Background: an optimization exercise with open tools, aiming at small area, a short achievable clock period and few clock cycles. Do not read the settings as production practice. The RTL was checked by simulation tests, not by an equivalence proof against the original design. Power is estimated from default activity; no workload was simulated.

File: flow/config.mk
export PLATFORM = sky130hd
export DESIGN_NAME = CHIP
export DESIGN_NICKNAME = CHIP
export VERILOG_FILES = /design/flow/design.v
export SDC_FILE = /design/flow/constraint.sdc
export NUM_CORES = 4
export LEC_CHECK = 0
export CAP_MARGIN = 20
export CORE_MARGIN = 2
export CORE_UTILIZATION = 60
export PLACE_DENSITY = 0.75
export SETUP_SLACK_MARGIN = 5
export SLEW_MARGIN = 20
File: flow/constraint.sdc
create_clock -name core_clock -period 10.0 [get_ports {clk}]
set_input_delay 2.0000 -clock core_clock [delete_from_list [all_inputs] [get_ports {clk}]]
set_output_delay 2.0000 -clock core_clock [all_outputs]
set_load 0.01 [all_outputs]
File: flow/design.v
module CHIP (	clk,
				rst_n,
				mem_read_D,
				mem_write_D,
				mem_addr_D,
				mem_wdata_D,
				mem_rdata_D,
				mem_ready_D,
				mem_read_I,
				mem_write_I,
				mem_addr_I,
				mem_wdata_I,
				mem_rdata_I,
				mem_ready_I,
				DCACHE_addr,
				DCACHE_wdata,
				DCACHE_wen
			);
input			clk, rst_n;
output			mem_read_D;
output			mem_write_D;
output	[31:4]	mem_addr_D;
output	[127:0]	mem_wdata_D;
input	[127:0]	mem_rdata_D;
input			mem_ready_D;
output			mem_read_I;
output			mem_write_I;
output	[31:4]	mem_addr_I;
output	[127:0]	mem_wdata_I;
input	[127:0]	mem_rdata_I;
input			mem_ready_I;
output	[29:0]	DCACHE_addr;
output	[31:0]	DCACHE_wdata;
output			DCACHE_wen;
wire [29:0] if_pc;
wire        if_hit;
wire [31:0] if_word;
wire [8:0]  if_coff;
wire        if_ptk;
wire        d_ren;
wire [31:0] d_rdata;
wire        d_stall;
wire [3:0]  d_nset;
wire        ld_kill, ld_pend, ld_done, ld_busy;
wire [31:0] ld_ddata;
	RISCV_Pipeline i_RISCV(
		.clk        (clk),
		.rst_n      (rst_n),
		.if_pc      (if_pc),
		.if_hit     (if_hit),
		.if_word    (if_word),
		.if_coff    (if_coff),
		.if_ptk     (if_ptk),
		.d_ren      (d_ren),
		.d_wen      (DCACHE_wen),
		.d_addr     (DCACHE_addr),
		.d_nset     (d_nset),
		.d_wdata    (DCACHE_wdata),
		.d_rdata    (d_rdata),
		.d_stall    (d_stall),
		.ld_kill    (ld_kill),
		.ld_pend    (ld_pend),
		.ld_done    (ld_done),
		.ld_ddata   (ld_ddata),
		.ld_busy    (ld_busy)
	);
	cache D_cache(
		.clk        (clk),
		.rst_n      (rst_n),
		.proc_read  (d_ren),
		.proc_write (DCACHE_wen),
		.proc_addr  (DCACHE_addr),
		.proc_nset  (d_nset),
		.proc_wdata (DCACHE_wdata),
		.proc_rdata (d_rdata),
		.proc_stall (d_stall),
		.ld_kill    (ld_kill),
		.ld_pend    (ld_pend),
		.ld_done    (ld_done),
		.ld_ddata   (ld_ddata),
		.ld_busy    (ld_busy),
		.mem_read   (mem_read_D),
		.mem_write  (mem_write_D),
		.mem_addr   (mem_addr_D),
		.mem_wdata  (mem_wdata_D),
		.mem_rdata  (mem_rdata_D),
		.mem_ready  (mem_ready_D)
	);
	cache_read_only I_cache(
		.clk        (clk),
		.rst_n      (rst_n),
		.pc         (if_pc),
		.hit        (if_hit),
		.word       (if_word),
		.coff       (if_coff),
		.ptk        (if_ptk),
		.mem_read   (mem_read_I),
		.mem_addr   (mem_addr_I),
		.mem_rdata  (mem_rdata_I),
		.mem_ready  (mem_ready_I)
	);
	assign mem_write_I = 1'b0;
	assign mem_wdata_I = 128'd0;
endmodule
module RISCV_Pipeline(
    input              clk,
    input              rst_n,
    output     [29:0]  if_pc,
    input              if_hit,
    input      [31:0]  if_word,
    input      [8:0]   if_coff,
    input              if_ptk,
    output             d_ren,
    output             d_wen,
    output     [29:0]  d_addr,
    output     [3:0]   d_nset,      
    output     [31:0]  d_wdata,
    input      [31:0]  d_rdata,
    input              d_stall,
    input              ld_kill,     
    input              ld_pend,     
    input              ld_done,     
    input      [31:0]  ld_ddata,
    output             ld_busy      
);
    localparam OP_LUI = 5'b01101;
    wire freeze = d_stall;
    integer k;
    reg  [29:0] pc;
    assign if_pc = pc;
    wire [31:0] if_inst = if_word;       
    wire [8:0]  foff  = if_coff;
    wire [8:0]  fsum  = pc[8:0] + foff;
    wire        f_pred = if_ptk;
    wire [29:0] f_tgt = {pc[29:9], fsum[8:0]};
    reg         d_v;
    reg         d_fp;        
    reg  [31:0] d_inst;
    reg  [29:0] d_pc;
    reg         e_v;
    reg  [29:0] e_pc;
    reg  [31:0] e_a, e_b;
    reg  [12:0] e_imm;           
    reg  [4:0]  e_rd;
    reg         e_we, e_ld, e_st, e_br, e_jal, e_jalr, e_pt;
    reg  [2:0]  e_f3;
    reg         e_f7;        
    reg  [3:0]  e_fam, e_fbm;    
    reg  [3:0]  e_fym;           
    reg  [31:0] e_y;
    reg         e_sub;
    reg         e_selsum;        
    reg  [31:0] m_resx;          
    reg         m_we, m_ld, m_st;
    reg  [4:0]  m_rd;
    reg  [31:0] m_res;
    reg  [31:0] m_sd;
    reg         w_we;
    reg  [4:0]  w_rd;
    reg  [31:0] w_res;
    wire [4:0] op  = d_inst[6:2];
    wire [4:0] rs1 = d_inst[19:15];
    wire [4:0] rs2 = d_inst[24:20];
    wire [4:0] rd  = d_inst[11:7];
    wire is_r    = (op == 5'b01100);
    wire is_i    = (op == 5'b00100);
    wire is_ld   = (op == 5'b00000);
    wire is_st   = (op == 5'b01000);
    wire is_br   = (op == 5'b11000);
    wire is_jal  = (op == 5'b11011);
    wire is_jalr = (op == 5'b11001);
    wire we      = (is_r | is_i | is_ld | is_jal | is_jalr) && (rd != 5'd0);
    wire use1    = is_r | is_i | is_ld | is_st | is_br | is_jalr;
    wire use2    = is_r | is_st | is_br;
    reg [31:0] imm;
    always @(*) begin
        if (is_st)       imm = {{21{d_inst[31]}}, d_inst[30:25], d_inst[11:7]};
        else if (is_br)  imm = {{20{d_inst[31]}}, d_inst[7], d_inst[30:25], d_inst[11:8], 1'b0};
        else if (is_jal) imm = {{12{d_inst[31]}}, d_inst[19:12], d_inst[20], d_inst[30:21], 1'b0};
        else             imm = {{21{d_inst[31]}}, d_inst[30:20]};
    end
    wire [31:0] rf_a, rf_b;
    wire        rf_we = w_we || pw_v;
    wire [4:0]  rf_wa = w_we ? w_rd : pw_rd;
    wire [31:0] rf_wd = w_we ? w_res : pw_d;
    register_file rf(
        .clk(clk), .rst_n(rst_n),
        .we(rf_we), .wa(rf_wa), .wd(rf_wd),
        .ra(rs1), .rb(rs2), .da(rf_a), .db(rf_b)
    );
    wire [31:0] m_ldv = {d_rdata[7:0], d_rdata[15:8], d_rdata[23:16], d_rdata[31:24]};
    wire [31:0] w_nxt = m_ld ? m_ldv : m_res;
    reg         pw_v;        
    reg  [4:0]  pl_rd, pw_rd;
    reg  [31:0] pw_d;
    reg         pl_dead;
    wire [31:0] ld_word = {ld_ddata[7:0], ld_ddata[15:8], ld_ddata[23:16], ld_ddata[31:24]};
    wire        ldb1 = ld_done && !pl_dead && pl_rd == rs1 && rs1 != 5'd0;
    wire        ldb2 = ld_done && !pl_dead && pl_rd == rs2 && rs2 != 5'd0;
    wire        fm1  = m_we && !m_ld && m_rd == rs1;
    wire        fm2  = m_we && !m_ld && m_rd == rs2;
    wire [31:0] id_a = fm1 ? m_res : (w_we && w_rd == rs1) ? w_res :
                       (pw_v && pw_rd == rs1) ? pw_d : ldb1 ? ld_word : rf_a;
    wire [31:0] id_b = fm2 ? m_res : (w_we && w_rd == rs2) ? w_res :
                       (pw_v && pw_rd == rs2) ? pw_d : ldb2 ? ld_word : rf_b;
    wire sub_d = (is_r && d_inst[30] && d_inst[14:12] == 3'b000) ||
                 ((is_r || is_i) && d_inst[14:12] == 3'b010);
    assign ld_busy = pw_v;
    wire [4:0] sb_rd  = pl_rd;
    wire       sb_act = ld_pend && !ld_done && sb_rd != 5'd0;
    wire sb_stall = sb_act && ((use1 && rs1 == sb_rd) || (use2 && rs2 == sb_rd));
    wire ld_stall = d_v && ((e_v && e_ld && e_we &&
                    ((use1 && e_rd == rs1) || (use2 && e_rd == rs2))) ||
                    (m_ld && m_we && ((use1 && m_rd == rs1) || (use2 && m_rd == rs2))) ||
                    sb_stall);
    wire same     = (rs1 == rs2);
    wire pred_t   = is_jal || (is_br && (same ? !d_inst[12] : (d_inst[31] || d_inst[12])));
    wire [29:0] id_tgt = d_pc + imm[31:2];
    reg  [31:0] fa, fb;
    always @(*) begin
        for (k = 0; k < 4; k = k + 1) begin
            fa[8*k +: 8] = e_fam[k] ? m_res[8*k +: 8] : e_a[8*k +: 8];
            fb[8*k +: 8] = e_fbm[k] ? m_res[8*k +: 8] : e_b[8*k +: 8];
        end
    end
    wire [31:0] x  = fa;
    reg  [31:0] yy;
    always @(*) begin
        for (k = 0; k < 4; k = k + 1)
            yy[8*k +: 8] = e_fym[k] ? m_resx[8*k +: 8] : e_y[8*k +: 8];
    end
    wire [31:0] y  = yy;     
    reg  [31:0] pg, pp, sum;
    integer dd;
    always @(*) begin
        pg = x & yy;
        pp = x ^ yy;
        pg[0] = pg[0] | (pp[0] & e_sub);
        for (dd = 1; dd < 32; dd = dd * 2)
            for (k = 31; k >= dd; k = k - 1) begin
                pg[k] = pg[k] | (pp[k] & pg[k-dd]);
                pp[k] = pp[k] & pp[k-dd];
            end
        sum = (x ^ yy) ^ {pg[30:0], e_sub};
    end
    wire [7:0]  lsum = x[7:0] + e_imm[7:0];          
    assign d_nset = lsum[7:4];
    wire        lt   = (x[31] ^ yy[31] ^ e_sub) ? x[31] : sum[31];
    wire        shl  = (e_f3 == 3'b001);
    reg  [31:0] xr;
    always @(*) for (k = 0; k < 32; k = k + 1) xr[k] = x[31-k];
    wire [31:0] sin  = shl ? xr : x;
    wire        sfill = e_f7 & x[31] & !shl;
    wire [31:0] sr   = $signed({sfill, sin}) >>> y[4:0];
    reg  [31:0] srr;
    always @(*) for (k = 0; k < 32; k = k + 1) srr[k] = sr[31-k];
    wire [31:0] shv  = shl ? srr : sr;
    reg [31:0] alu;      
    always @(*) begin
        case (e_f3)
            3'b001: alu = shv;
            3'b010: alu = {31'd0, lt};
            3'b100: alu = x ^ y;
            3'b101: alu = shv;
            3'b110: alu = x | y;
            default: alu = x & y;
        endcase
    end
    wire [29:0] e_pc4   = e_pc + 30'd1;
    wire [31:0] e_oth   = (e_jal || e_jalr) ? {e_pc4, 2'b00} : alu;
    wire [31:0] e_res   = e_selsum ? sum : e_oth;
    wire        eq      = (fa == fb);
    wire        taken   = eq ^ e_f3[0];
    wire [29:0] e_btgt  = e_pc + {{19{e_imm[12]}}, e_imm[12:2]};
    wire        br_mis  = e_v && e_br && (taken != e_pt);
    wire        ex_redir = br_mis || (e_v && e_jalr);
    wire [29:0] ex_tgt  = e_jalr ? sum[31:2] : (taken ? e_btgt : e_pc4);
    assign d_ren   = m_ld;
    assign d_wen   = m_st;
    assign d_addr  = m_res[31:2];
    assign d_wdata = m_sd;
    wire id_adv   = !ld_stall;                       
    wire id_redir = d_v && pred_t && !d_fp && id_adv;    
    always @(posedge clk or negedge rst_n) begin
        if (!rst_n) begin
            pc  <= 30'd0;
            d_v <= 1'b0;
            e_v <= 1'b0;
            e_we <= 1'b0; e_ld <= 1'b0; e_st <= 1'b0; e_br <= 1'b0;
            e_jal <= 1'b0; e_jalr <= 1'b0;
            m_we <= 1'b0; m_ld <= 1'b0; m_st <= 1'b0;
        end else if (!freeze) begin
            if (ex_redir) begin
                pc  <= ex_tgt;
                d_v <= 1'b0;
            end else if (ld_stall) begin
            end else if (id_redir) begin
                pc  <= id_tgt;
                d_v <= 1'b0;
            end else begin
                d_v <= if_hit;
                if (if_hit) pc <= f_pred ? f_tgt : pc + 30'd1;
            end
            if (ex_redir || ld_stall || !d_v) begin
                e_v <= 1'b0;
                e_we <= 1'b0; e_ld <= 1'b0; e_st <= 1'b0; e_br <= 1'b0;
                e_jal <= 1'b0; e_jalr <= 1'b0;
            end else begin
                e_v <= 1'b1;
                e_we <= we; e_ld <= is_ld; e_st <= is_st; e_br <= is_br;
                e_jal <= is_jal; e_jalr <= is_jalr;
            end
            m_we <= e_we; m_ld <= e_ld; m_st <= e_st;
        end
    end
    always @(posedge clk or negedge rst_n) begin
        if (!rst_n) w_we <= 1'b0;
        else        w_we <= m_we && !ld_kill && !freeze;
    end
    always @(posedge clk) begin
        w_rd  <= m_rd;
        w_res <= w_nxt;
    end
    wire w_pl = w_we && w_rd == pl_rd;
    always @(posedge clk or negedge rst_n) begin
        if (!rst_n) begin
            pw_v    <= 1'b0;
            pl_dead <= 1'b0;
        end else begin
            if (ld_kill) pl_dead <= 1'b0;
            else if (ld_pend && w_pl) pl_dead <= 1'b1;
            if (ld_done) pw_v <= !(pl_dead || w_pl) && sb_rd != 5'd0;
            else if (!w_we || w_rd == pw_rd) pw_v <= 1'b0;
        end
    end
    always @(posedge clk) begin
        if (ld_kill && !freeze) pl_rd <= m_rd;
        if (ld_done) begin
            pw_rd <= sb_rd;
            pw_d  <= {ld_ddata[7:0], ld_ddata[15:8], ld_ddata[23:16], ld_ddata[31:24]};
        end
    end
    always @(posedge clk) begin
        if (!freeze) begin
            if (!ld_stall) begin
                d_inst <= if_inst;
                d_pc   <= pc;
                d_fp   <= f_pred;
            end
            e_pc  <= d_pc;
            e_a   <= id_a;
            e_b   <= id_b;
            e_imm <= imm[12:0];
            e_rd  <= rd;
            e_pt  <= pred_t;
            e_f3  <= d_inst[14:12];
            e_f7  <= d_inst[30];
            e_fam <= {4{e_we && e_rd == rs1}};
            e_fbm <= {4{e_we && e_rd == rs2}};
            e_fym <= {4{e_we && e_rd == rs2 && (is_r || is_br)}};
            e_y   <= (is_r || is_br ? id_b : imm) ^ {32{sub_d}};
            e_sub <= sub_d;
            e_selsum <= is_ld || is_st || ((is_r || is_i) && d_inst[14:12] == 3'b000);
            m_rd  <= e_rd;
            m_res <= e_res;
            m_resx <= e_res ^ {32{sub_d}};
            m_sd  <= {fb[7:0], fb[15:8], fb[23:16], fb[31:24]};
        end
    end
endmodule
module register_file(
    input         clk,
    input         rst_n,
    input         we,
    input  [4:0]  wa,
    input  [31:0] wd,
    input  [4:0]  ra,
    input  [4:0]  rb,
    output [31:0] da,
    output [31:0] db
);
    reg [31:0] r [1:31];
    reg [31:1] ok;
    wire [31:0] okx = {ok, 1'b0};
    assign da = okx[ra] ? r[ra] : 32'd0;
    assign db = okx[rb] ? r[rb] : 32'd0;
    always @(posedge clk or negedge rst_n) begin
        if (!rst_n) ok <= 31'd0;
        else if (we && wa != 5'd0) ok[wa] <= 1'b1;
    end
    always @(posedge clk) begin
        if (we && wa != 5'd0) r[wa] <= wd;
    end
endmodule
module cache #(
    parameter IW = 1             
)(
    input              clk,
    input              rst_n,
    input              proc_read,
    input              proc_write,
    input      [29:0]  proc_addr,
    input      [3:0]   proc_nset,    
    input      [31:0]  proc_wdata,
    output     [31:0]  proc_rdata,
    output             proc_stall,
    output             ld_kill,
    output             ld_pend,
    output             ld_done,
    output     [31:0]  ld_ddata,
    input              ld_busy,
    output             mem_read,
    output             mem_write,
    output     [27:0]  mem_addr,
    output     [127:0] mem_wdata,
    input      [127:0] mem_rdata,
    input              mem_ready
);
    localparam S  = 1 << IW;
    localparam W  = 4;               
    localparam N  = W * S;           
    localparam LT = 6;               
    localparam TW = LT;
    localparam RB = 28 - IW - LT;    
    integer i, j, w;
    reg [31:0]   data  [0:4*N-1];    
    reg [TW-1:0] tag   [0:N-1];
    reg [N-1:0]  valid, dirty;
    reg [3:0]    wv    [0:N-1];
    reg [2:0]    plru  [0:S-1];      
    function [1:0] plru_victim;
        input [2:0] b;
        plru_victim = b[0] ? {1'b1, b[2]} : {1'b0, b[1]};
    endfunction
    function [2:0] plru_touch;
        input [2:0] b;
        input [1:0] wy;
        begin
            plru_touch = b;
            plru_touch[0] = !wy[1];
            if (wy[1]) plru_touch[2] = !wy[0];
            else       plru_touch[1] = !wy[0];
        end
    endfunction
    wire [27:0]   line = proc_addr[29:2];
    wire [1:0]    wsel = proc_addr[1:0];
    wire [IW-1:0] set  = line[IW-1:0];
    wire [IW-1:0] nset = proc_nset[IW-1:0];
    wire          acc  = proc_read || proc_write;
    reg  [RB-1:0] dreg;              
    wire          inreg = line[27:IW+LT] == dreg;
    wire [TW-1:0] ltag  = line[IW+LT-1:IW];
    reg  [TW-1:0] mt  [0:W-1];
    reg  [W-1:0]  mv;
    reg  [3:0]    mwv [0:W-1];
    reg  [W-1:0]  h, wvs;
    always @(*) begin
        for (w = 0; w < W; w = w + 1) begin
            h[w]   = mv[w] && (mt[w] == ltag) && inreg;
            wvs[w] = mwv[w][wsel];
        end
    end
    wire          tmatch = |h;
    wire [1:0]    hw   = {h[3] | h[2], h[3] | h[1]};
    wire [IW+1:0] hl   = {hw, set};                  
    reg  [1:0]    m_vw;                              
    reg           m_vd;                              
    wire [IW+1:0] vl   = {m_vw, set};                
    wire [IW+1:0] al   = tmatch ? hl : vl;           
    reg          rd_act, wr_act;
    reg          pf_v, pf_iss;       
    reg  [IW+LT-1:0] pf_addr;      
    reg  [IW+1:0] pf_l;
    reg          pq_v;               
    reg  [IW+LT-1:0] pq_addr;
    reg  [IW+1:0] pq_l;
    reg  [127:0] wbuf;
    reg  [27:0]  waddr;
    reg          wbuf_v;
    reg          vc_v;               
    reg  [IW+1:0] vc_l;
    reg           sp_v;
    reg  [IW+1:0] sp_l;
    reg  [1:0]    sp_w;
    reg  [31:0]   sp_d;
    wire          fwd_fill = rd_act && mem_ready && pf_l == hl;
    wire [31:0]   rdm = mem_rdata[32*wsel +: 32];
    reg  [31:0]   rdata;
    always @(*) begin
        rdata = 32'd0;
        for (w = 0; w < W; w = w + 1)
            if (h[w])
                rdata = rdata |
                    (!wvs[w] ? rdm :
                     (sp_v && sp_l == {w[1:0], set} && sp_w == wsel) ? sp_d :
                     data[{w[1:0], set, wsel}]);
    end
    assign proc_rdata = rdata;
    wire sp_hold    = sp_v && rd_act && mem_ready && (sp_l != pf_l);
    wire vict_dirty = m_vd;
    wire alloc_ok   = !pq_v && !(vict_dirty && wbuf_v) && !(sp_v && sp_l == vl) &&
                      !(pf_v && pf_l == vl);
    wire alloc      = acc && !tmatch && inreg && alloc_ok && !(proc_write && sp_hold);
    wire          oreg  = acc && !inreg;
    wire          quiet = !pf_v && !pq_v && !dl_v && !sp_v && !vc_v;
    wire [N-1:0]  dl_lines = valid & dirty;
    wire          any_d = |dl_lines;
    reg  [IW+1:0] ev_l;
    always @(*) begin
        ev_l = {(IW+2){1'b0}};
        for (i = N - 1; i >= 0; i = i - 1)
            if (dl_lines[i]) ev_l = i;
    end
    wire          rmove = oreg && quiet && !any_d;
    wire          evict = oreg && quiet && any_d && !wbuf_v;
    reg          dl_v;
    reg  [1:0]   dl_w;
    reg  [IW+1:0] dl_l;
    wire         defer = proc_read && !dl_v && !ld_busy &&
                         (tmatch ? (!(|(h & wvs)) && !fwd_fill) : alloc);
    assign ld_kill  = defer;
    assign ld_pend  = dl_v;
    assign ld_done  = dl_v && rd_act && mem_ready && pf_l == dl_l;
    assign ld_ddata = mem_rdata[32*dl_w +: 32];
    wire          dl_ok = !dl_v && !ld_busy;
    wire          st_h = proc_read && !fwd_fill && !dl_ok;
    wire          st_m = proc_read ? !(alloc_ok && dl_ok) : (proc_write && !alloc_ok);
    assign proc_stall = (proc_write && sp_hold) ||
                        (|(h & ~wvs) && st_h) || (!tmatch && (inreg ? st_m : acc));
    wire st_do      = proc_write && (tmatch || alloc) && !sp_hold;
    wire rdone   = rd_act && mem_ready;
    wire wdone   = wr_act && mem_ready;
    wire free    = !(rd_act || wr_act) || mem_ready;
    wire a_free  = !pf_v || rdone;
    wire [27:0] rd_line = {dreg, (pf_v && !pf_iss) ? pf_addr : pq_v ? pq_addr : line[IW+LT-1:0]};
    wire rd_want = (pf_v && !pf_iss) || (a_free && (pq_v || alloc));
    wire rd_ok   = !wbuf_v || wdone || (waddr != rd_line);
    wire go_rd   = free && rd_want && rd_ok;
    wire go_wr   = free && !go_rd && wbuf_v && !wdone;
    assign mem_read  = rd_act;
    assign mem_write = wr_act;
    reg  [27:0] maddr;
    assign mem_addr  = maddr;
    assign mem_wdata = wbuf;
    reg [N-1:0] valid_n;
    always @(*) begin
        valid_n = valid;
        if (rmove) valid_n = {N{1'b0}};
        if (evict) valid_n[ev_l] = 1'b0;
        if (alloc) valid_n[vl] = 1'b1;
    end
    reg [2:0]   plru_n [0:S-1];
    reg [N-1:0] vd_n;
    always @(*) begin
        for (i = 0; i < S; i = i + 1)
            plru_n[i] = (acc && (tmatch || alloc) && set == i) ? plru_touch(plru[i], al[IW+1:IW]) : plru[i];
        for (i = 0; i < N; i = i + 1) begin
            if (rmove || (evict && ev_l == i)) vd_n[i] = 1'b0;
            else if (alloc && vl == i)     vd_n[i] = proc_write;
            else if (st_do && hl == i)     vd_n[i] = 1'b1;
            else                           vd_n[i] = valid[i] && dirty[i];
        end
    end
    wire [1:0] vwS = plru_victim(plru[set]);
    wire [1:0] vwN = plru_victim(plru[nset]);
    wire vdS = vd_n[{vwS, set}];
    wire vdN = vd_n[{vwN, nset}];
    always @(posedge clk or negedge rst_n) begin
        if (!rst_n) begin
            rd_act <= 1'b0;
            wr_act <= 1'b0;
            wbuf_v <= 1'b0;
            pf_v   <= 1'b0;
            pf_iss <= 1'b0;
            pq_v   <= 1'b0;
            sp_v   <= 1'b0;
            vc_v   <= 1'b0;
            valid  <= {N{1'b0}};
            dirty  <= {N{1'b0}};
            for (i = 0; i < S; i = i + 1) plru[i] <= 3'd0;
            mv     <= {W{1'b0}};
            m_vw   <= 2'd0;
            m_vd   <= 1'b0;
            dl_v   <= 1'b0;
            ta_v   <= 1'b0;
        end else begin
            ta_v   <= alloc;
            if (defer) dl_v <= 1'b1;
            else if (ld_done) dl_v <= 1'b0;
            m_vw <= proc_stall ? vwS : vwN;
            m_vd <= proc_stall ? vdS : vdN;
            for (w = 0; w < W; w = w + 1)
                mv[w] <= proc_stall ? valid_n[{w[1:0], set}] : valid_n[{w[1:0], nset}];
            valid <= valid_n;
            if (evict) begin
                dirty[ev_l] <= 1'b0;
                wbuf_v      <= 1'b1;
            end
            if (free) begin
                rd_act <= go_rd;
                wr_act <= go_wr;
            end
            if (wdone) wbuf_v <= 1'b0;
            if (a_free) begin
                pf_v   <= pq_v || alloc;
                pf_iss <= go_rd;
                pq_v   <= pq_v && alloc;
            end else begin
                if (go_rd) pf_iss <= 1'b1;
                if (alloc) pq_v <= 1'b1;
            end
            sp_v <= st_do || sp_hold;
            vc_v <= (alloc && vict_dirty) || evict;
            for (i = 0; i < S; i = i + 1) plru[i] <= plru_n[i];
            if (alloc) begin
                dirty[vl] <= proc_write;
                if (vict_dirty) wbuf_v <= 1'b1;
            end else if (st_do) begin
                dirty[hl] <= 1'b1;
            end
        end
    end
    reg [31:0] wbus [0:3];
    always @(*) begin
        for (j = 0; j < 4; j = j + 1)
            wbus[j] = (sp_v && !sp_hold && sp_w == j) ? sp_d : mem_rdata[32*j +: 32];
    end
    reg [3:0] wv_n [0:N-1];
    always @(*) begin
        for (i = 0; i < N; i = i + 1)
            for (j = 0; j < 4; j = j + 1) begin
                if (st_do && al == i && wsel == j)
                    wv_n[i][j] = 1'b1;
                else if (alloc && vl == i)
                    wv_n[i][j] = 1'b0;
                else if (rdone && pf_l == i)
                    wv_n[i][j] = 1'b1;
                else
                    wv_n[i][j] = wv[i][j];
            end
    end
    reg           ta_v;
    reg  [IW+1:0] ta_l;
    reg  [TW-1:0] ta_t;
    reg  [TW-1:0] mt_n [0:W-1];
    reg  [3:0]    mwv_n [0:W-1];
    reg  [IW+1:0] ls, ln;
    always @(*) begin
        for (w = 0; w < W; w = w + 1) begin
            ls = {w[1:0], set};
            ln = {w[1:0], nset};
            if (proc_stall)
                mt_n[w] = (alloc && vl == ls) ? ltag : (ta_v && ta_l == ls) ? ta_t : tag[ls];
            else
                mt_n[w] = (alloc && vl == ln) ? ltag : (ta_v && ta_l == ln) ? ta_t : tag[ln];
            mwv_n[w] = proc_stall ? wv_n[ls] : wv_n[ln];
        end
    end
    always @(posedge clk) begin
        for (w = 0; w < W; w = w + 1) begin
            mt[w]  <= mt_n[w];
            mwv[w] <= mwv_n[w];
        end
        ta_l <= vl;
        ta_t <= ltag;
        if (rmove) dreg <= line[27:IW+LT];
        if (ta_v) tag[ta_l] <= ta_t;
        if (defer) begin
            dl_w <= wsel;
            dl_l <= al;
        end
        if (go_rd) maddr <= rd_line;
        else if (go_wr) maddr <= waddr;
        if (a_free) begin
            if (pq_v) begin
                pf_addr <= pq_addr;
                pf_l    <= pq_l;
            end else begin
                pf_addr <= line[IW+LT-1:0];
                pf_l    <= vl;
            end
        end
        if (alloc) begin
            pq_addr  <= line[IW+LT-1:0];
            pq_l     <= vl;
        end
        if (alloc && vict_dirty) begin
            waddr    <= {dreg, tag[vl], set};
            vc_l     <= vl;
        end else if (evict) begin
            waddr    <= {dreg, tag[ev_l], ev_l[IW-1:0]};
            vc_l     <= ev_l;
        end
        if (vc_v)
            wbuf <= {data[{vc_l, 2'd3}], data[{vc_l, 2'd2}], data[{vc_l, 2'd1}], data[{vc_l, 2'd0}]};
        if (st_do && !sp_hold) begin
            sp_l <= al;
            sp_w <= wsel;
            sp_d <= proc_wdata;
        end
        for (i = 0; i < N; i = i + 1) begin
            for (j = 0; j < 4; j = j + 1) begin
                wv[i][j] <= wv_n[i][j];
                if ((sp_v && !sp_hold && sp_l == i && sp_w == j) ||
                    (rdone && pf_l == i && !wv[i][j]))
                    data[4*i+j] <= wbus[j];
            end
        end
    end
endmodule
module cache_read_only #(
    parameter IW = 3,            
    parameter PD = 3,            
    parameter LT = 4             
)(
    input              clk,
    input              rst_n,
    input      [29:0]  pc,
    output             hit,
    output     [31:0]  word,
    output     [8:0]   coff,        
    output             ptk,         
    output             mem_read,
    output     [27:0]  mem_addr,
    input      [127:0] mem_rdata,
    input              mem_ready
);
    localparam N  = 1 << IW;
    localparam RB = 28 - IW - LT;
    reg [111:0]  data  [0:N-1];
    reg [LT-1:0] tag   [0:N-1];
    reg [RB-1:0] region;
    reg [N-1:0]  valid;
    reg [3:0]    pt    [0:N-1];   
    wire [27:0]   line = pc[29:2];
    wire [IW-1:0] idx  = line[IW-1:0];
    reg          act;
    reg  [27:0]  maddr;
    wire         done = act && mem_ready;
    wire chit = valid[idx] && (tag[idx] == line[IW+LT-1:IW]) && (region == line[27:IW+LT]);
    wire byp  = done && maddr == line;
    assign hit  = chit || byp;
    wire [111:0] ld = data[idx];
    wire [27:0] cw = ld[pc[1:0]*28 +: 28];
    wire [31:0] cword = decomp(cw);
    assign coff  = {cw[26:21], cw[7:5]};
    wire [31:0] bw = mem_rdata[pc[1:0]*32 +: 32];
    assign word  = byp ? {bw[7:0], bw[15:8], bw[23:16], bw[31:24]} : cword;
    function [27:0] comp;
        input [31:0] w;      
        reg   [31:0] ins;
        reg   [2:0]  c;
        begin
            ins = {w[7:0], w[15:8], w[23:16], w[31:24]};
            case (ins[6:2])
                5'b01100: c = 3'd1;      
                5'b00100: c = 3'd2;      
                5'b00000: c = 3'd3;      
                5'b01000: c = 3'd4;      
                5'b11000: c = 3'd5;      
                5'b11011: c = 3'd6;      
                5'b11001: c = 3'd7;      
                default:  c = 3'd0;      
            endcase
            if (c == 3'd6)
                comp = {ins[31:25], ins[11:9], ins[21:12], ins[24:22], ins[8:7], c};
            else
                comp = {ins[31:7], c};
        end
    endfunction
    function [31:0] decomp;
        input [27:0] c;
        reg   [4:0]  op;
        begin
            case (c[2:0])
                3'd1: op = 5'b01100;
                3'd2: op = 5'b00100;
                3'd3: op = 5'b00000;
                3'd4: op = 5'b01000;
                3'd5: op = 5'b11000;
                3'd6: op = 5'b11011;
                3'd7: op = 5'b11001;
                default: op = 5'b11111;
            endcase
            if (c[2:0] == 3'd6)
                decomp = {c[27:21], c[7:5], c[17:8], c[20:18], c[4:3], op, 2'b11};
            else
                decomp = {c[27:3], op, 2'b11};
        end
    endfunction
    wire [3:0] ptl = pt[idx];
    assign ptk  = chit && ptl[pc[1:0]];
    function pred;
        input [31:0] w;      
        input [6:0]  la;     
        input [1:0]  k;      
        reg   [31:0] ins;
        reg   [8:0]  off;
        reg          fits;
        reg   [9:0]  s;
        begin
            ins  = {w[7:0], w[15:8], w[23:16], w[31:24]};
            if (ins[3]) begin
                off  = ins[30:22];
                fits = &{ins[31], ins[19:12], ins[20], ins[30]} ||
                       !(|{ins[31], ins[19:12], ins[20], ins[30]});
            end else begin
                off  = {ins[30:25], ins[11:9]};
                fits = &{ins[31], ins[7], ins[30]} || !(|{ins[31], ins[7], ins[30]});
            end
            s    = {1'b0, la, k} + {1'b0, off};
            pred = ((ins[6:2] == 5'b11011) ||
                    ((ins[6:2] == 5'b11000) &&
                     ((ins[19:15] == ins[24:20]) ? !ins[12] : (ins[31] || ins[12])))) &&
                   fits && (s[9] == ins[31]);
        end
    endfunction
    wire         free = !act || mem_ready;
    reg  [27:0] pline;
    reg         phit;
    always @(posedge clk) begin
        pline <= line;
        phit  <= hit;
    end
    wire          pout = pline[27:IW+LT] != region;
    wire [IW+LT:0] l1 = {1'b0, pline[IW+LT-1:0]} + 1'd1;
    wire [IW+LT:0] l2 = {1'b0, pline[IW+LT-1:0]} + 2'd2;
    wire [IW+LT:0] l3 = {1'b0, pline[IW+LT-1:0]} + 2'd3;
    wire [IW-1:0] i1 = l1[IW-1:0];
    wire [IW-1:0] i2 = l2[IW-1:0];
    wire [IW-1:0] i3 = l3[IW-1:0];
    wire [IW+LT-1:0] mlow = maddr[IW+LT-1:0];
    wire p0 = phit || (done && maddr == pline);
    wire p1 = pout || l1[IW+LT] || (valid[i1] && tag[i1] == l1[IW+LT-1:IW]) || (done && mlow == l1[IW+LT-1:0]);
    wire p2 = (PD < 2) || pout || l2[IW+LT] || (valid[i2] && tag[i2] == l2[IW+LT-1:IW]) || (done && mlow == l2[IW+LT-1:0]);
    wire p3 = (PD < 3) || pout || l3[IW+LT] || (valid[i3] && tag[i3] == l3[IW+LT-1:IW]) || (done && mlow == l3[IW+LT-1:0]);
    wire         want = !p0 || !p1 || !p2 || !p3;
    wire [IW+LT-1:0] nlow = !p1 ? l1[IW+LT-1:0] : !p2 ? l2[IW+LT-1:0] : l3[IW+LT-1:0];
    wire [27:0]  nxt  = !p0 ? pline : {region, nlow};
    assign mem_read = act;
    assign mem_addr = maddr;
    always @(posedge clk or negedge rst_n) begin
        if (!rst_n) begin
            act   <= 1'b0;
            valid <= {N{1'b0}};
        end else begin
            if (free) act <= want;
            if (done) begin
                if (maddr[27:IW+LT] == region) begin
                    valid[maddr[IW-1:0]] <= 1'b1;
                end else begin
                    valid <= {N{1'b0}};
                    valid[maddr[IW-1:0]] <= 1'b1;
                end
            end
        end
    end
    always @(posedge clk) begin
        if (free && want)
            maddr <= nxt;
        if (done) begin
            data[maddr[IW-1:0]] <= {comp(mem_rdata[127:96]), comp(mem_rdata[95:64]),
                                    comp(mem_rdata[63:32]), comp(mem_rdata[31:0])};
            tag[maddr[IW-1:0]]  <= maddr[IW+LT-1:IW];
            pt[maddr[IW-1:0]]   <= {pred(mem_rdata[127:96], maddr[6:0], 2'd3),
                                    pred(mem_rdata[95:64],  maddr[6:0], 2'd2),
                                    pred(mem_rdata[63:32],  maddr[6:0], 2'd1),
                                    pred(mem_rdata[31:0],   maddr[6:0], 2'd0)};
            region <= maddr[27:IW+LT];
        end
    end
endmodule
File: flow/run.sh
#!/bin/bash
# synth_recipe.tcl (not shown) runs the flow's synth.tcl, then flattens the netlist and writes it again
# the make line also repeats each setting of config.mk as NAME=value (left out here)
make -C /OpenROAD-flow-scripts/flow DESIGN_CONFIG=/design/flow/config.mk WORK_HOME=/design/flow/orfs CLKGATE_MAP_FILE= SYNTH_SCRIPT=/design/flow/synth_recipe.tcl finish
==> metrics.md, run 1 <==
| Metric | Value |
|---|---|
| Status | complete, no violations |
| First-pass GRT wire length | just under 1000000 um |
| Pin count of the biggest net entering global routing | 126 |
| Initial antenna violation count | 78 |
| DR pass1 iterations | 14 |
| Top Ports | 639 |
| Setup repair after global routing missed its margin | no |
| Initial drt markers | between 20k and 25k |
| Via count | approximately 140k |
| Yosys warns | 14 |
| Final period util | 0.540 |
| Clk root buf | clkbuf_16 |
| Vias per inst | ~7.4 |
| Die Area | around 0.33 sq mm |
| Synthesized area per cell | between 10 and 15 sq um |
| Hold Path Class | flip-flop to flip-flop |
| Max-slew violations | 0 |
| Die Y | roughly 580 um |
| Place WS | 2450 ps |
| Minimum period implied by the final worst setup slack | ~5400 ps |
| Unique masters post-synth | 97 |
| Fill cells | ~22k |
| Leak | 0.0745 uW |
| FMAX | around 0.19 GHz |
| Worst path required time | between 10000 and 15000 ps |
| Async SR Flop Fraction | 0.0309 |
| Relative slew slack | 0.118 |
| Total GRT Usage | 0.424 |
| Netlist Area Pre-Place | 0.196 sq mm |
| Maximum vdd drop | around 0.00023 V |
| Antenna viol nets, final | 0 |
| Worst-path clk slew | around 70 ps |
| Fin cells | ~18k |
| Post-Route WL | a little over 700000 um |
| Placer congestion estimate | around 1.0 |
| Yosys reg bits | a little under 4k |
| Post-synth EDFFs | 3697 |
| Vias in the first global route | 133k |
| Crit path DAT | ~6200 ps |
| Number of max-cap violations | 0 |
| Routed WL per cell | slightly below 40 um |
| Setup-failing EPs final | 0 |
| Remaining DRCs | 0 |
| Clk_skew | between 100 and 150 ps |
| H-tree Lvls | 5 |
| Total gr overflow | 0 |
| Share of cells above drive strength 1 | 0.207 |
| Slew at the pin with the worst max-slew slack | around 1300 ps |
| Nets@finish | roughly 14k |
| CP Max Fanout | 29 |
| Die W | just under 600 um |
| Final hold vios | 0 |
| Clk Latency, worst-skew pair | roughly 1000 ps |
| Critical path class | flip-flop to flip-flop |
| Synth Instances | 13.4k |
| Core area | around 0.33 sq mm |
| Port bufs | between 500 and 600 |
| Cell total after placement | 17.6k |
| Setup TNS Final | 0 ps |
| TritonCTS clock tree | built |
| Main synth FF type | edfxtp_1 |
| Critical Path Start Type | flip-flop |
| Seq/Total Area, Yosys | 0.597 |
| Row count | 210 |
| Power, Total | 38300 uW |
| P per Cell Area | ~170 mW/mm^2 |
| DP Wirelength | 436000 um |
| CTS Buf Count | 408 |
| Crit. End Element | flip-flop |
| Clock sink count | ~4k |
| CTS max path bufs | 4 |
| Synth-to-Final Area Change | 12.8% |
| Starting Density | 0.601 |
| Worst setup margin | around 4600 ps |
## critical path: stages, from the launching register on
cell and delay [ps]:
edfxtp_1 350, buf_6 420, buf_16 410, inv_2 440, buf_4 450, nor2_4 690
buf_6 600, a221oi_1 190, o21ai_0 250, o211ai_1 120, a21oi_1 210, a2111oi_1 130
a21oi_1 790
## report_power, final
group          switching [uW]  internal (uW)  leakage (uW)
Sequential                363          18500        0.0372
Combinational            2500           1370        0.0308
Clock                    6730           8830       0.00652
Total                    9590          28700        0.0745
## what timing repair did
item / in CTS / in global routing
gates cloned: 7 / 3
buffers inserted: 25 / 20
pin swaps: 7 / 12
hold buffers: 0 / 0
setup endpoints to repair: 1088 / 514
endpoints found under the hold margin: 0 / 0
gates resized for setup: 67 / 51
## metal layers
| metal | share of wire | vias up | GRT usage |
|---|---|---|---|
| met5 | 0.00077 | - | 0.00502 |
| met4 | 0.071 | 70 | 0.232 |
| met3 | 0.16 | 3020 | 0.160 |
| met2 | 0.43 | 12300 | 0.617 |
| met1 | 0.34 | 68500 | 0.553 |
| li1 | - | 53800 | - |
## logic make-up (layout without fill, tap and decap cells)
family,after synthesis,in the layout,synth area share
compound gates,2548,2550,0.0860
other cells,1,177,0.0000191
buf+inv,1275,1841,0.0283
xor+xnor,597,597,0.0269
fa+ha+maj,205,205,0.0133
flops,3978,3978,0.597
simple gates,2518,2518,0.0566
mux,2270,2270,0.192
## registers in the layout (all words and copies together) (netlist names), 31 cells and up, named ones only
signal          count
i_RISCV.rf.r      992
i_RISCV.rf.ok      31
i_RISCV.e_b        32
i_RISCV.pw_d       32
i_RISCV.m_res      32
i_RISCV.m_resx     32
D_cache.wbuf      128
I_cache.pt         32
i_RISCV.e_y        32
i_RISCV.w_res      32
D_cache.wv         32
i_RISCV.e_a        32
D_cache.tag        48
i_RISCV.m_sd       32
D_cache.sp_d       32
I_cache.tag        32
I_cache.data      896
D_cache.data     1024
## cell usage after synthesis, types with 89 or more instances
master / count / area (sq um)
a21oi_1: 620 / 3100
nor3_1: 182 / 911
nor2_1: 938 / 3520
nand3_1: 174 / 871
nand2_1: 785 / 2950
o22ai_1: 186 / 1160
clkbuf_1: 658 / 2470
dfrtp_1: 123 / 3080
xnor2_1: 303 / 2650
dfxtp_1: 158 / 3160
buf_1: 176 / 661
buf_2: 89 / 445
mux2i_1: 641 / 6420
ha_1: 200 / 2500
o21ai_0: 461 / 2310
o211ai_1: 160 / 1200
xor2_1: 290 / 2540
edfxtp_1: 3697 / 111000
a31oi_1: 121 / 757
a221oi_1: 182 / 1590
mux2_2: 477 / 5370
a22oi_1: 115 / 863
mux4_2: 1147 / 25800
buf_4: 162 / 1220
a211oi_1: 100 / 751
a22o_1: 96 / 841
inv_1: 174 / 653
## cells in the final DEF, fill, tap and decap left out, drive strengths merged, types with 184 or more instances in the layout
cell / n
o21ai: 466
mux4: 1147
a221oi: 184
o22ai: 186
edfxtp: 3697
nor2: 938
inv: 193
xnor2: 303
a21oi: 621
nand2: 785
clkdlybuf4s50: 499
clkbuf: 511
mux2i: 646
xor2: 290
mux2: 477
buf: 397
ha: 200
## layout make-up
class	instances	area (sq um)	share of cell area
clock buffers	508	10800	0.0489
clock inverters	244	2600	0.0117
repair inverters	1	5.00	0.0000226
flip-flops and latches	3978	117000	0.529
well taps	4346	5440	0.0245
repair buffers	905	8750	0.0395
diodes	48	120	0.000542
multi-input cells	8269	75800	0.342
inverters	183	738	0.00333
## final timing paths
path,start,end,slack (ps),depth (start not counted)
worst max register to register,i_RISCV.m_res[2],i_RISCV.w_res[2],4600,12
max in group asynchronous,rst_n,i_RISCV.w_we,7410,2
worst min register to register,i_RISCV.d_pc[9],i_RISCV.e_pc[9],450,0
min in group asynchronous,rst_n,D_cache.mv[1],1030,1
worst max-delay path,i_RISCV.m_res[2],i_RISCV.w_res[2],4600,12
worst min-delay path,i_RISCV.d_pc[9],i_RISCV.e_pc[9],450,0
## per-stage QoR
stage / hold slack (ps) / util / instance area [sq um]
floorplan: 361 / - / 197000
global placement: 442 / 0.633 / 207000
detailed placement: 443 / 0.633 / 207000
CTS: 450 / 0.677 / 221000
global route: 435 / 0.678 / 221000
finish: 446 / 0.678 / 222000
Testbench counts, summed over its fixed seeds: cycles 12,711.
==> run 2: changes to the inputs <==
--- a/flow/config.mk
+++ b/flow/config.mk
@@ -7,7 +7,7 @@
 export LEC_CHECK = 0
 export CAP_MARGIN = 20
 export CORE_MARGIN = 2
-export CORE_UTILIZATION = 60
-export PLACE_DENSITY = 0.75
+export CORE_UTILIZATION = 40
+export PLACE_DENSITY = 0.6
 export SETUP_SLACK_MARGIN = 5
 export SLEW_MARGIN = 20
==> run 2 against run 1 <==
Global-route usage fell by 14 points. Clock-buffer cell count rose by 51. Core utilization fell by 22 points. Still clean on timing, DRC and antenna. Maximum frequency rose by 5.8%.
==> metrics.md, run 2 <==
| Metric | Value |
|---|---|
| Total gr overflow | 0 (unchanged) |
| Core area | 0.489 sq mm (was 0.327 sq mm) |
| Register with the most flip-flops | D_cache.data (unchanged) |
| Antenna viol nets, final | 0 (unchanged) |
| Clk root buf | clkbuf_16 (unchanged) |
| Setup TNS Final | 0 ps (unchanged) |
| Final period util | 0.510 (was 0.540) |
| Setup repair after global routing missed its margin | yes (was no) |
| Mux share of post-synthesis cell area | 0.192 (unchanged) |
| Remaining DRCs | 0 (unchanged) |
| Clock sink count | 3978 (unchanged) |
| CTS max path bufs | 4 (unchanged) |
| Max-slew violations | 0 (unchanged) |
| Minimum period implied by the final worst setup slack | 5100 ps (was 5400 ps) |
| DR pass1 iterations | 9 (was 14) |
| Place WS | 2340 ps (was 2450 ps) |
| Port bufs | 501 (unchanged) |
| Compound-cell area share of the yosys netlist | 0.0860 (unchanged) |
| Setup-failing EPs final | 0 (unchanged) |
| Synth top cells by count | edfxtp_1, mux4_2, nor2_1 (unchanged) |
| Synth Instances | 13.4k (unchanged) |
| Final hold vios | 0 (unchanged) |
| H-tree Lvls | 5 (unchanged) |
| Slew at the pin with the worst max-slew slack | 1320 ps (about the same) |
| Critical Path Start Type | flip-flop (unchanged) |
| Fill cells | 42.6k (was 21.8k) |
| Nets@finish | 14.2k (about the same) |
| Share of cells above drive strength 1 | 0.208 (was 0.207) |
| DP Wirelength | 453000 um (was 436000 um) |
| CP max stage cell | nand2_1 (was a21oi_1) |
| Most numerous cell in the Yosys netlist | edfxtp_1 (unchanged) |
| Main synth FF type | edfxtp_1 (unchanged) |
| Adder-cell share of the synthesized area | 0.0133 (unchanged) |
| Main combinational cell family by area after synthesis | multiplexers (unchanged) |
| Top post-synthesis cells by area | edfxtp_1, mux4_2, mux2i_1 (unchanged) |
| Synthesized area per cell | 14.7 sq um (unchanged) |
| Number of max-cap violations | 0 (unchanged) |
| Placer congestion estimate | 0.971 (was 1.02) |
| Synth top area share | 0.565 (unchanged) |
| Post-Route WL | 726000 um (was 714000 um) |
| Worst path required time | 10910 ps (was 10800 ps) |
| Top Registers | D_cache.data (1024), i_RISCV.rf.r (992), I_cache.data (896) (unchanged) |
| Die Y | 705 um (was 576 um) |
| Via count | 132k (was 138k) |
| Vias per inst | 6.42 (was 7.45) |
| Maximum vdd drop | 0.000192 V (was 0.000232 V) |
| Post-synth EDFFs | 3697 (unchanged) |
| Clk Latency, worst-skew pair | 1070 ps (was 1040 ps) |
| Critical path class | flip-flop to flip-flop (unchanged) |
| Synth Area in Simple Gates | 0.0566 (unchanged) |
| Async SR Flop Fraction | 0.0309 (unchanged) |
| Vias in the first global route | 127k (was 133k) |
| Critical path, cell by cell | buf_4 > nand2_1 > buf_4 > nor2_4 > buf_4 > buf_4 > a22o_1 > a221oi_1 > o211ai_1 > o21ai_0 > nor2_1 > a21oi_1 > o22ai_1 > a2111oi_2 > buf_4 > a21oi_1 (was buf_6 > buf_16 > inv_2 > buf_4 > nor2_4 > buf_6 > a221oi_1 > o21ai_0 > o211ai_1 > a21oi_1 > a2111oi_1 > a21oi_1) |
| Max incr delay on CP | 800 ps (was 790 ps) |
| First-pass GRT wire length | 1000000 um (was 995000 um) |
| Status | complete, no violations (unchanged) |
| Largest register FFs | 1024 (unchanged) |
| XOR/XNOR share of the synthesized area | 0.0269 (unchanged) |
| Yosys reg bits | 3978 (unchanged) |
| Unique masters post-synth | 97 (unchanged) |
| Synth-to-Final Area Change | 14.4% (was 12.8%) |
| Leak | 0.0749 uW (was 0.0745 uW) |
| Hold-fix buffers, CTS | 0 (unchanged) |
| Worst-path clk slew | 60 ps (was 70 ps) |
| Die W | 705 um (was 576 um) |
| Most frequent cells in the layout | edfxtp_1, mux4_2, nor2_1 (unchanged) |
| Total GRT Usage | 0.282 (was 0.424) |
| Pin count of the biggest net entering global routing | 127 (was 126) |
| FMAX | 0.196 GHz (was 0.185 GHz) |
| CP Max Fanout | 21 (was 29) |
| Crit path DAT | 6010 ps (was 6200 ps) |
| Worst path most repeated cell | buf_4 |
| Most common cell after layout, fill and taps aside | edfxtp_1 (unchanged) |
| Crit. End Element | flip-flop (unchanged) |
| Initial antenna violation count | 63 (was 78) |
| TritonCTS clock tree | built (unchanged) |
| Yosys warns | 14 (unchanged) |
| Routed WL per cell | 35.2 um (was 38.7 um) |
| Register area | 0.117 sq mm (about the same) |
| Die Area | 0.497 sq mm (was 0.332 sq mm) |
| Seq/Total Area, Yosys | 0.597 (unchanged) |
| Starting Density | 0.401 (was 0.601) |
| CTS Buf Count | 427 (was 408) |
| P per Cell Area | 173 mW/mm^2 (about the same) |
| Multi-input gate area | 0.0757 sq mm (was 0.0758 sq mm) |
| Hold Path Class | flip-flop to flip-flop (unchanged) |
| Row count | 257 (was 210) |
| Top Ports | 639 (unchanged) |
| Cell taking the most area after synthesis | edfxtp_1 (unchanged) |
| Clk_skew | 148 ps (was 105 ps) |
| Netlist Area Pre-Place | 0.196 sq mm (unchanged) |
| Relative slew slack | 0.118 (about the same) |
| Worst setup margin | 4900 ps (was 4600 ps) |
| Final Cell Area | 0.225 sq mm (was 0.222 sq mm) |
| Initial drt markers | 18.4k (was 24.4k) |
| Post-Place Cell Area | 0.210 sq mm (was 0.207 sq mm) |
## run 2: final cells by class
type                    count  share of cell area
repair buffers            915              0.0387
flip-flops and latches   3978               0.522
clock buffers             559              0.0513
inverters                 183             0.00334
well taps                6475              0.0360
repair inverters            2           0.0000557
multi-input cells        8269               0.337
diodes                     27            0.000301
clock inverters           235              0.0113
## run 2: per-layer routing
| layer | GRT usage | part of all wire | vias to the layer above |
|---|---|---|---|
| met4 | 0.157 | 0.068 | 38 |
| met2 | 0.434 | 0.45 | 8747 |
| met1 | 0.363 | 0.37 | 67800 |
| met3 | 0.0762 | 0.12 | 2069 |
| met5 | 0 | 0.00032 | - |
| li1 | - | - | 53900 |
## run 2: worst paths after layout
check / start / to / slack (ps) / depth (start not counted)
worst max-delay path: i_RISCV.m_res[3] / i_RISCV.w_res[21] / 4900 / 16
worst min-delay path: i_RISCV.d_pc[11] / i_RISCV.e_pc[11] / 460 / 0
worst max register to register: i_RISCV.m_res[3] / i_RISCV.w_res[21] / 4900 / 16
worst min register to register: i_RISCV.d_pc[11] / i_RISCV.e_pc[11] / 460 / 0
max in group asynchronous: rst_n / D_cache.vc_v / 7320 / 2
min in group asynchronous: rst_n / I_cache.valid[5] / 990 / 1
## run 2: cell families after synthesis
kind of cell,count (synthesis)
xor gates and xnor gates,597
and+or+nand+nor,2518
buffers and inverters,1275
other,1
DFF,3978
muxes,2270
AOI/OAI and AO/OA,2548
adders and majority gates,205
## run 2: timing repair
item | 4_1_cts | 5_1_grt
buffers inserted | 13 | 18
pin swaps | 3 | 5
gates resized for setup | 65 | 63
endpoints found under the setup margin | 622 | 267
gates cloned | 7 | 1
## run 2: critical path: cells and delay by family, from the launching register on
kind | cells | cell delay [ps]
flops | 1 | 340
simple gates | 3 | 1440
buf+inv | 5 | 2000
compound gates | 8 | 1090
## run 2: stage by stage
| stage | hold WS, ps | utilization | instances | total power [uW] |
|---|---|---|---|---|
| 2_1_floorplan | 361 | - | 13500 | 21200 |
| 3_3_place_gp | 441 | 0.428 | 19800 | 22800 |
| 3_5_place_dp | 445 | 0.428 | 19800 | 22800 |
| 4_1_cts | 460 | 0.458 | 20600 | 38800 |
| 5_1_grt | 473 | 0.459 | 20600 | 39700 |
| 6_report | 457 | 0.459 | 20600 | 38800 |
## run 2: power by group
group / internal (uW) / switching [uW]
Combinational: 1360 / 2460
Sequential: 18500 / 342
Clock: 9150 / 6970
==> run 3: changes to the inputs <==
--- a/flow/config.mk
+++ b/flow/config.mk
@@ -7,7 +7,7 @@
 export LEC_CHECK = 0
 export CAP_MARGIN = 20
 export CORE_MARGIN = 2
-export CORE_UTILIZATION = 40
-export PLACE_DENSITY = 0.6
+export CORE_UTILIZATION = 30
+export PLACE_DENSITY = 0.5
 export SETUP_SLACK_MARGIN = 5
 export SLEW_MARGIN = 20
==> run 3 against run 2 <==
Still clean on timing, DRC and antenna. Global-route usage fell by 5.1 points. Largest cell class unchanged. Register-to-register slack better by 110 ps. Non-clock buffer count up 51. Clock power rose by 4%. Via count up 0.20%. Critical path depth decreased by 2. Synthesized cell count did not move.
==> metrics.md, run 3 <==
| Metric | Value |
|---|---|
| Crit path DAT | 5820 ps (was 6010 ps) |
| Synth top area share | 0.565 (unchanged) |
| Final hold vios | 0 (unchanged) |
| Setup TNS Final | 0 ps (unchanged) |
| Synth top cells by count | edfxtp_1, mux4_2, nor2_1 (unchanged) |
| Port bufs | 501 (unchanged) |
| Most frequent cells in the layout | edfxtp_1, mux4_2, nor2_1 (unchanged) |
| Die W | 813 um (was 705 um) |
| Clk_skew | 105 ps (was 148 ps) |
| Async SR Flop Fraction | 0.0309 (unchanged) |
| Hold WS | 458 ps (was 457 ps) |
| Hold-fix buffers, CTS | 0 (unchanged) |
| Top Registers | D_cache.data (1024), i_RISCV.rf.r (992), I_cache.data (896) (unchanged) |
| Pin count of the biggest net entering global routing | 119 (was 127) |
| Row count | 297 (was 257) |
| Critical path class | primary input to flip-flop (was flip-flop to flip-flop) |
| Vias per inst | 5.79 (was 6.42) |
| CTS max path bufs | 4 (unchanged) |
| Worst-path clk slew | 60 ps (about the same) |
| Leak | 0.0754 uW (was 0.0749 uW) |
| Status | complete, no violations (unchanged) |
| Post-synth EDFFs | 3697 (unchanged) |
| Unique masters post-synth | 97 (unchanged) |
| Yosys reg bits | 3978 (unchanged) |
| Seq/Total Area, Yosys | 0.597 (unchanged) |
| Hold Path Class | flip-flop to flip-flop (unchanged) |
| CTS Buf Count | 448 (was 427) |
| Cell taking the most area after synthesis | edfxtp_1 (unchanged) |
| Vias in the first global route | 128k (was 127k) |
| Critical Path Start Type | primary input (was flip-flop) |
| Share of cells above drive strength 1 | 0.212 (was 0.208) |
| Most numerous cell in the Yosys netlist | edfxtp_1 (unchanged) |
| Max incr delay on CP | 670 ps (was 800 ps) |
| Crit. End Element | flip-flop (unchanged) |
| Yosys warns | 14 (unchanged) |
| Nets@finish | 14.3k (was 14.2k) |
| Clock sink count | 3978 (unchanged) |
| Register with the most flip-flops | D_cache.data (unchanged) |
| Via count | 133k (was 132k) |
| Antenna viol nets, final | 0 (unchanged) |
| Maximum vdd drop | 0.000161 V (was 0.000192 V) |
| Crit path from | mem_ready_D (was i_RISCV.m_res[3]) |
| Remaining DRCs | 0 (unchanged) |
| Initial antenna violation count | 75 (was 63) |
| Die Y | 813 um (was 705 um) |
| Clk root buf | clkbuf_16 (unchanged) |
| Synth-to-Final Area Change | 16.4% (was 14.4%) |
| Critical path, cell by cell | clkdlybuf4s50_1 > buf_4 > nand2_2 > nor4_4 > nand2_2 > nor4_4 > buf_6 > nand2_1 > o211ai_1 > o211ai_1 > a31oi_1 > nor2_1 > nor2_1 > xor2_1 (was buf_4 > nand2_1 > buf_4 > nor2_4 > buf_4 > buf_4 > a22o_1 > a221oi_1 > o211ai_1 > o21ai_0 > nor2_1 > a21oi_1 > o22ai_1 > a2111oi_2 > buf_4 > a21oi_1) |
| TritonCTS clock tree | built (unchanged) |
| Core area | 0.653 sq mm (was 0.489 sq mm) |
| CP Max Fanout | 32 (was 21) |
| Top post-synthesis cells by area | edfxtp_1, mux4_2, mux2i_1 (unchanged) |
| Die Area | 0.661 sq mm (was 0.497 sq mm) |
| DP Wirelength | 501000 um (was 453000 um) |
| Minimum period implied by the final worst setup slack | 5070 ps (was 5100 ps) |
| Total GRT Usage | 0.231 (was 0.282) |
| First-pass GRT wire length | 1080000 um (was 1000000 um) |
| P per Cell Area | 173 mW/mm^2 (about the same) |
| DR pass1 iterations | 7 (was 9) |
| CP max stage cell | a31oi_1 (was nand2_1) |
| Worst r2r src | i_RISCV.m_res[4] (was i_RISCV.m_res[3]) |
| Relative slew slack | 0.118 (about the same) |
| Total gr overflow | 0 (unchanged) |
| Synthesized area per cell | 14.7 sq um (unchanged) |
| Clk Latency, worst-skew pair | 1090 ps (was 1070 ps) |
| Top Ports | 639 (unchanged) |
| Setup-failing EPs final | 0 (unchanged) |
| Starting Density | 0.301 (was 0.401) |
| Netlist Area Pre-Place | 0.196 sq mm (unchanged) |
| Largest register FFs | 1024 (unchanged) |
| Placer congestion estimate | 0.925 (was 0.971) |
| FMAX | 0.197 GHz (was 0.196 GHz) |
| Initial drt markers | 17.7k (was 18.4k) |
| Hold Path Origin | i_RISCV.d_pc[0] (was i_RISCV.d_pc[11]) |
| Main synth FF type | edfxtp_1 (unchanged) |
| Final period util | 0.507 (was 0.510) |
| Worst path required time | 10750 ps (was 10910 ps) |
| Setup repair after global routing missed its margin | yes (unchanged) |
| Post-Route WL | 792000 um (was 726000 um) |
| Number of max-cap violations | 0 (unchanged) |
| Most common cell after layout, fill and taps aside | edfxtp_1 (unchanged) |
| Routed WL per cell | 34.5 um (was 35.2 um) |
| Slew at the pin with the worst max-slew slack | 1320 ps (about the same) |
| Max-slew violations | 0 (unchanged) |
| Synth Instances | 13.4k (unchanged) |
| H-tree Lvls | 5 (unchanged) |
==> run 3: cell types whose count changed in the layout (fill, tap and decap cells not counted), moves of 5 or more <==
cell,previous run,this run
buf_4,363,409
clkbuf_1,104,110
clkbuf_16,434,452
clkbuf_8,23,13
clkinv_1,81,92
clkinvlp_4,17,23
diode_2,27,41
inv_6,5,11
mux2i_1,627,632
nor2_1,879,874
==> run 3: power breakdown <==
| group | leakage (uW) | total (uW) | switching [uW] | internal [uW] |
|---|---|---|---|---|
| clock | 0.00710 | 16800 | 7260 | 9520 |
| combinational | 0.0311 | 3880 | 2510 | 1370 |
| sequential | 0.0372 | 18900 | 377 | 18500 |
==> run 3: per-stage QoR <==
step	power, uW	std cells	setup WS [ps]	instance area, sq um	utilization
6_report	39500	22900	4930	229000	0.350
5_1_grt	40500	22900	4960	229000	0.350
4_1_cts	39700	22900	4970	228000	0.349
3_5_place_dp	22900	22000	2890	213000	0.326
3_3_place_gp	22900	22000	2990	213000	0.326
2_1_floorplan	21200	13500	4190	197000	-
==> run 3: cell type report <==
class	count	area (sq um)
Tap cell	8671	10800
Fill cell	62800	425000
Timing Repair Buffer	966	9110
Sequential cell	3978	117000
Multi-Input combinational cell	8267	75800
Timing Repair inverter	2	12.5
Clock inverter	261	2800
Antenna cell	41	103
Clock buffer	573	11900
Inverter	183	751
==> run 3: layer usage <==
metal | GRT usage | part of all wire | vias to the layer above
met5 | 0 | 0.00024 | -
met4 | 0.111 | 0.058 | 26
met3 | 0.0594 | 0.10 | 1760
met2 | 0.358 | 0.45 | 7619
met1 | 0.302 | 0.39 | 69300
li1 | - | - | 54100
==> run 3: worst max-delay path: cells and delay by family <==
kind            cells  cell delay, ps
xor+xnor            1              80
buf+inv             3            1050
simple gates        7            1730
compound gates      3             900
==> run 3: timing repair <==
action | CTS | global route
buffers inserted | 29 | 26
gates cloned | 4 | 1
gates resized for setup | 60 | 59
endpoints found under the setup margin | 581 | 465
pin swaps | 7 | 7
==> run 3: final timing paths <==
kind	end	slack [ps]	depth (start not counted)
max	i_RISCV.e_y[3]	4930	14
min in group asynchronous	I_cache.act	1000	1
max in group asynchronous	D_cache.vc_v	7430	2
min reg2reg	i_RISCV.e_pc[0]	460	0
min	i_RISCV.e_pc[0]	460	0
max reg2reg	i_RISCV.w_res[7]	5010	12
==> run 3: cell families (layout without fill, tap and decap cells) <==
family | Yosys count | in the layout | share of synthesized area
AOI/OAI and AO/OA | 2548 | 2548 | 0.0860
and+or+nand+nor | 2518 | 2518 | 0.0566
adders and majority gates | 205 | 205 | 0.0133
xor gates and xnor gates | 597 | 597 | 0.0269
DFF | 3978 | 3978 | 0.597
other | 1 | 170 | 0.0000191
buffers and inverters | 1275 | 1985 | 0.0283
muxes | 2270 | 2270 | 0.192
==> run 4: changes to the inputs <==
==> flow/config.mk (replaced) <==
export PLATFORM = sky130hd
export DESIGN_NAME = CHIP
export DESIGN_NICKNAME = CHIP
export VERILOG_FILES = /design/flow/design.v
export SDC_FILE = /design/flow/constraint.sdc
export NUM_CORES = 4
export LEC_CHECK = 0
export CAP_MARGIN = 10
export CORE_MARGIN = 2
export CORE_UTILIZATION = 40
export PLACE_DENSITY = 0.6
export SETUP_SLACK_MARGIN = 5
export SLEW_MARGIN = 10
==> run 4 against run 3 <==
Sequential cell count is the same. Worst hold slack improved by 2.5 ps. Synthesized area unchanged. Highest routed layer unchanged. Largest cell class unchanged. Critical endpoint is now i_RISCV.w_res[21].
==> metrics.md, run 4 <==
| Metric | Value |
|---|---|
| Most common cell after layout, fill and taps aside | edfxtp_1 (unchanged) |
| Worst r2r src | i_RISCV.m_res[3] (was i_RISCV.m_res[4]) |
| Seq/Total Area, Yosys | 0.597 (unchanged) |
| Worst R2R Setup Slack | 4930 ps (was 5010 ps) |
| Largest register FFs | 1024 (unchanged) |
| CTS Buf Count | 426 (was 448) |
| DR pass1 iterations | 9 (was 7) |
| TritonCTS clock tree | built (unchanged) |
| Netlist Area Pre-Place | 0.196 sq mm (unchanged) |
| Setup repair after global routing missed its margin | yes (unchanged) |
| DP Wirelength | 453000 um (was 501000 um) |
| Placer congestion estimate | 0.971 (was 0.925) |
| Most frequent cells in the layout | edfxtp_1, mux4_2, nor2_1 (unchanged) |
| Synth-to-Final Area Change | 14.6% (was 16.4%) |
| H-tree Lvls | 5 (unchanged) |
| Post-Route WL | 727000 um (was 792000 um) |
| Vias in the first global route | 127k (was 128k) |
| Nets@finish | 14.3k (about the same) |
| Reg-to-reg endpoint | i_RISCV.w_res[21] (was i_RISCV.w_res[7]) |
| Total gr overflow | 0 (unchanged) |
| Clk Latency, worst-skew pair | 1070 ps (was 1090 ps) |
| CP max stage cell | nand2_1 (was a31oi_1) |
| Slew at the pin with the worst max-slew slack | 1240 ps (was 1320 ps) |
| Number of max-cap violations | 0 (unchanged) |
| Relative slew slack | 0.165 (was 0.118) |
| Clock sink count | 3978 (unchanged) |
| Clk_skew | 143 ps (was 105 ps) |
| Synth top area share | 0.565 (unchanged) |
| Max incr delay on CP | 770 ps (was 670 ps) |
| Top Ports | 639 (unchanged) |
| Yosys reg bits | 3978 (unchanged) |
| CP Max Fanout | 21 (was 32) |
| Total GRT Usage | 0.282 (was 0.231) |
| Top Registers | D_cache.data (1024), i_RISCV.rf.r (992), I_cache.data (896) (unchanged) |
| Die Area | 0.497 sq mm (was 0.661 sq mm) |
| Unique masters post-synth | 97 (unchanged) |
| Synthesized area per cell | 14.7 sq um (unchanged) |
| Register with the most flip-flops | D_cache.data (unchanged) |
| CTS max path bufs | 4 (unchanged) |
| Worst path required time | 10880 ps (was 10750 ps) |
| Async SR Flop Fraction | 0.0309 (unchanged) |
| Hold Path Class | flip-flop to flip-flop (unchanged) |
| Critical path class | flip-flop to flip-flop (was primary input to flip-flop) |
| Main synth FF type | edfxtp_1 (unchanged) |
| Share of cells above drive strength 1 | 0.209 (was 0.212) |
| Die W | 705 um (was 813 um) |
| Synth top cells by count | edfxtp_1, mux4_2, nor2_1 (unchanged) |
| Antenna viol nets, final | 0 (unchanged) |
| Critical Path Start Type | flip-flop (was primary input) |
| Yosys warns | 14 (unchanged) |
| Minimum period implied by the final worst setup slack | 5070 ps (about the same) |
| Setup-failing EPs final | 0 (unchanged) |
| Most numerous cell in the Yosys netlist | edfxtp_1 (unchanged) |
| Status | complete, no violations (unchanged) |
| Worst R2R Path Depth | 16 (was 12) |
| Final hold vios | 0 (unchanged) |
| Crit path DAT | 5950 ps (was 5820 ps) |
| Via count | 133k (about the same) |
| Starting Density | 0.401 (was 0.301) |
| Post-synth EDFFs | 3697 (unchanged) |
| Crit. End Element | flip-flop (unchanged) |
| Maximum vdd drop | 0.000153 V (was 0.000161 V) |
| Initial antenna violation count | 62 (was 75) |
| Vias per inst | 6.43 (was 5.79) |
| Crit path capture | i_RISCV.w_res[21] (was i_RISCV.e_y[3]) |
| P per Cell Area | 173 mW/mm^2 (about the same) |
| Port bufs | 501 (unchanged) |
| Cell taking the most area after synthesis | edfxtp_1 (unchanged) |
| Pin count of the biggest net entering global routing | 127 (was 119) |
| Core area | 0.489 sq mm (was 0.653 sq mm) |
| Worst path most repeated cell | buf_4 |
## run 4: kinds of logic after synthesis
family | share of synthesized area
AOI/OAI and AO/OA | 0.0860
xor gates and xnor gates | 0.0269
DFF | 0.597
muxes | 0.192
and+or+nand+nor | 0.0566
buffers and inverters | 0.0283
adders and majority gates | 0.0133
other | 0.0000191
## run 4: worst max-delay path: cells and delay by family, from the launching register on
family          cells  cell delay (ps)
compound gates      8             1070
buf+inv             5             2020
flops               1              340
simple gates        3             1390
## run 4: per-layer routing
metal | up-vias | global-route usage | routed length (um)
met3 | 2122 | 0.0728 | 82000
met4 | 40 | 0.159 | 50400
li1 | 53900 | - | -
met2 | 8651 | 0.434 | 326000
met5 | - | 0 | 269
met1 | 68000 | 0.364 | 268000
## run 4: report_power, final
part	switching [uW]	total (uW)	internal, uW
clock	6960	16400	9390
combinational	2470	3830	1360
sequential	346	18800	18500
total	9780	39000	29300
## run 4: worst min-delay path by stage
stage | startpoint | endpoint | slack [ps] | cells after the start
after global routing | i_RISCV.d_pc[2] | i_RISCV.e_pc[2] | 470 | 0
after CTS | i_RISCV.d_pc[11] | i_RISCV.e_pc[11] | 460 | 0
after detailed placement | i_RISCV.d_pc[11] | i_RISCV.e_pc[11] | 450 | 0
final | i_RISCV.d_pc[23] | i_RISCV.e_pc[23] | 460 | 0
after floorplan | i_RISCV.pc[13] | I_cache.pline[11] | 360 | 0
after global placement | i_RISCV.d_pc[23] | i_RISCV.e_pc[23] | 440 | 0
## run 4: metrics by stage
| stage | instance area (sq um) | hold WS (ps) | instances | total power, uW | utilization |
|---|---|---|---|---|---|
| floorplan | 197000 | 361 | 13500 | 21200 | - |
| global placement | 210000 | 441 | 19800 | 22800 | 0.428 |
| detailed placement | 210000 | 445 | 19800 | 22800 | 0.428 |
| CTS | 224000 | 460 | 20600 | 39000 | 0.459 |
| global route | 225000 | 469 | 20600 | 39900 | 0.460 |
| finish | 225000 | 461 | 20600 | 39000 | 0.460 |
## run 4: cell type report
cell class              instances  area (sq um)
fillers                     42600        264000
flip-flops and latches       3978        117000
clock buffers                 547         11500
clock inverters               242          2730
well taps                    6475          8100
multi-input cells            8270         75800
diodes                         26          65.1
inverters                     183           751
repair inverters                2          12.5
repair buffers                924          8790
## run 4: what timing repair did
item                                    CTS  global route
pin swaps                                 3             5
hold buffers                              0             0
endpoints found under the hold margin     0             0
cloned                                    7             2
resized for setup                        69            63
endpoints found under the setup margin  621           363
setup buffers                            17            23

[port drivers added, routing unchanged]
No port has a modelled driver above. Below, the same layouts with a new extraction and two added sets of constraints. Step 1 assumes that a clkbuf_16 drives the clock port and a buf_2 every other input. Step 2 times the ports against the registers' clock, not the clock port: input delays grow and output delays shrink by t, the midpoint of the rising clock arrivals with the driver on. a / b / c = no drivers / after step 1 / after step 2; a / b = the first two.
run	t (ns)	setup slack, ns	latest minus earliest clock arrival (ns)	slew at the worst register clock pin (ns)
run 1	1.092	4.598 / 4.598 / 4.017	0.107 / 0.108	0.07 / 0.07
run 2	1.123	4.895 / 4.895 / 4.141	0.181 / 0.181	0.07 / 0.07
run 3	1.157	4.933 / 4.978 / 3.876	0.129 / 0.129	0.08 / 0.08
run 4	1.127	4.929 / 4.929 / 4.091	0.158 / 0.158	0.07 / 0.07
After both steps setup and hold are still met in every run listed. For run 3, which loses most, drivers alone change the setup slack by +0.045 ns; drivers and shift together by -1.057 ns.
